Source: an optimization exercise on an open RTL-to-GDS flow (aim: small area). Production flows keep margins and buffers that such runs may drop.
The RTL was checked by simulation tests, not by an equivalence proof against the original design.
Power and IR drop assume default switching activity.

Setup of rev 12:
==> module fifo, before the edit <==
module fifo (
    input  wire       clk,
    input  wire       rst_n,
    input  wire       i_wr_en,
    input  wire [7:0] i_wr_data,
    input  wire       i_rd_en,
    input  wire [2:0] i_bit_sel,
    output wire       o_rd_bit,
    output wire [7:0] o_rd_data,
    output wire       o_full,
    output wire       o_almost_full,
    output wire       o_empty
);
    reg  [127:0] mem;
    reg  [4:0]   nq;
    wire [4:0]   head = ~nq;
    assign o_empty       = ~nq[4];
    assign o_full        = (nq == 5'd16);
    assign o_almost_full = nq[4] & (nq[3:0] < 4'd3);
    wire do_wr = i_wr_en & ~o_full;
    wire do_rd = i_rd_en & ~o_empty;
    always @(posedge clk)
        if (do_wr) mem <= {mem[119:0], i_wr_data};
    always @(posedge clk or negedge rst_n) begin
        if (!rst_n) nq <= 5'd0;
        else if (do_wr & ~do_rd) nq <= nq - 5'd1;
        else if (do_rd & ~do_wr) nq <= nq + 5'd1;
    end
    assign o_rd_data = mem[head[3:0]*8 +: 8];
    assign o_rd_bit  = mem[{head[3:0], i_bit_sel}];
endmodule
==> flow/config.mk <==
export PLATFORM = sky130hd
export DESIGN_NAME = uart_core
export DESIGN_NICKNAME = uart_core
export VERILOG_FILES = /design/flow/design.v
export SDC_FILE = /design/flow/constraint.sdc
export NUM_CORES = 4
export LEC_CHECK = 0
export CAP_MARGIN = 20
export CORE_MARGIN = 2
export CORE_UTILIZATION = 65
export SLEW_MARGIN = 20
==> flow/constraint.sdc <==
create_clock -name core_clock -period 20.0 [get_ports {clk}]
set_input_delay 4.0000 -clock core_clock [delete_from_list [all_inputs] [get_ports {clk}]]
set_output_delay 4.0000 -clock core_clock [all_outputs]
set_load 0.01 [all_outputs]
standard.sh (not shown) runs the stock make flow with config.mk's settings and CLKGATE_MAP_FILE= SYNTH_SCRIPT=/design/flow/synth_recipe.tcl, a recipe that flattens the netlist after the stock synthesis.
==> flow/flow/run.sh <==
#!/bin/bash
# Standard layout with smaller port buffers and a clock tree without dummy loads.
set -euo pipefail
export BUFFER_PORTS_ARGS="-buffer_cell sky130_fd_sc_hd__buf_1"
export CTS_ARGS="-sink_clustering_enable -repair_clock_nets -dont_use_dummy_load -buf_list {sky130_fd_sc_hd__clkbuf_8} -sink_clustering_size 18 -sink_clustering_max_diameter 60"
bash standard.sh > standard.log 2>&1
For rev 13, these inputs were changed with respect to rev 12:
==> flow/design.v, changed modules only <==
module fifo (
    input  wire       clk,
    input  wire       rst_n,
    input  wire       i_wr_en,
    input  wire [7:0] i_wr_data,
    input  wire       i_rd_en,
    input  wire [2:0] i_bit_sel,
    output wire       o_rd_bit,
    output wire [7:0] o_rd_data,
    output wire       o_full,
    output wire       o_almost_full,
    output wire       o_empty
);
    reg  [127:0] mem;
    reg  [4:0]   nq;
    wire [4:0]   head = ~nq;
    assign o_empty       = ~nq[4];
    assign o_full        = (nq == 5'd16);
    assign o_almost_full = nq[4] & (nq[3:0] < 4'd3);
    wire do_wr = i_wr_en & ~o_full;
    wire do_rd = i_rd_en & ~o_empty;
    always @(posedge clk)
        if (do_wr) mem <= {mem[119:0], i_wr_data};
    wire       chg = do_wr ^ do_rd;
    reg  [4:0] tog;
    integer k;
    always @(*) begin
        tog[0] = chg;
        for (k = 1; k < 5; k = k + 1)
            tog[k] = tog[k-1] & (nq[k-1] ~^ do_rd);
    end
    always @(posedge clk or negedge rst_n) begin
        if (!rst_n) nq <= 5'd0;
        else nq <= nq ^ tog;
    end
    assign o_rd_data = mem[head[3:0]*8 +: 8];
    assign o_rd_bit  = mem[{head[3:0], i_bit_sel}];
endmodule
## What came out
- Min area of all placed cells without fillers across rev 13 and rev 12: rev 13
- [rev 13] path depth of the worst reg2reg path fell 8 relative to rev 12
- Rev 13 finished end to end and its layout was clean on timing, DRC and antenna.
- The final layout from rev 12, which completed every stage, passed the timing, DRC and antenna checks at the end of the flow.
- Sort rev 13 and rev 12 by clock period minus worst slack asc -> top: rev 12
- Compare rev 13 and rev 12 | global-route wire length before repair lower: rev 13
- Comparing the two runs side by side, rev 13 comes out behind rev 12 on worst setup skew after layout.
- The multi-input combinational area share reported for rev 13 is smaller than that of rev 12 by 0.96 points.
- Final cell count ended up 2.7% lower on rev 13 than on rev 12.
- Looking at met1 layer wirelength in the final routing, rev 13 sits about 2.6% lower than rev 12 does.
- Number of iterations in the first detailed-routing pass delta for rev 13 relative to rev 12: 1 lower
- The met1 capacity usage during global routing reported for rev 13 is smaller than that of rev 12 by 1.5 points.
- Compared with rev 12, in rev 13 die footprint decreased 320 um2; worst hold slack did not really move; maximum frequency flat; share of power burned in combinational logic shrank by 17 points.

-- re-timing with driven ports --
The results above use ideal ports. As a check the final layouts listed here were re-extracted and re-timed, cells and wires unchanged. Step 1 assumes that a clkbuf_16 drives the clock port and a buf_2 every other input. Step 2 also shifts input and output timing later by t, the mid clock arrival at the registers, as if the neighbouring blocks saw the same clock. Slacks: ideal ports / drivers / drivers and shift; pairs: ideal ports / drivers.
run | t, ns | setup WS [ns] | worst setup path after step 2
rev 12 | 0.566 | 11.365 / 11.345 / 11.345 | input to output
rev 13 | 0.565 | 11.359 / 11.337 / 11.337 | input to output
After both steps setup and hold are still met in every run listed. For rev 13, which loses most, drivers alone change the setup slack by -0.022 ns; drivers and shift together by -0.022 ns.
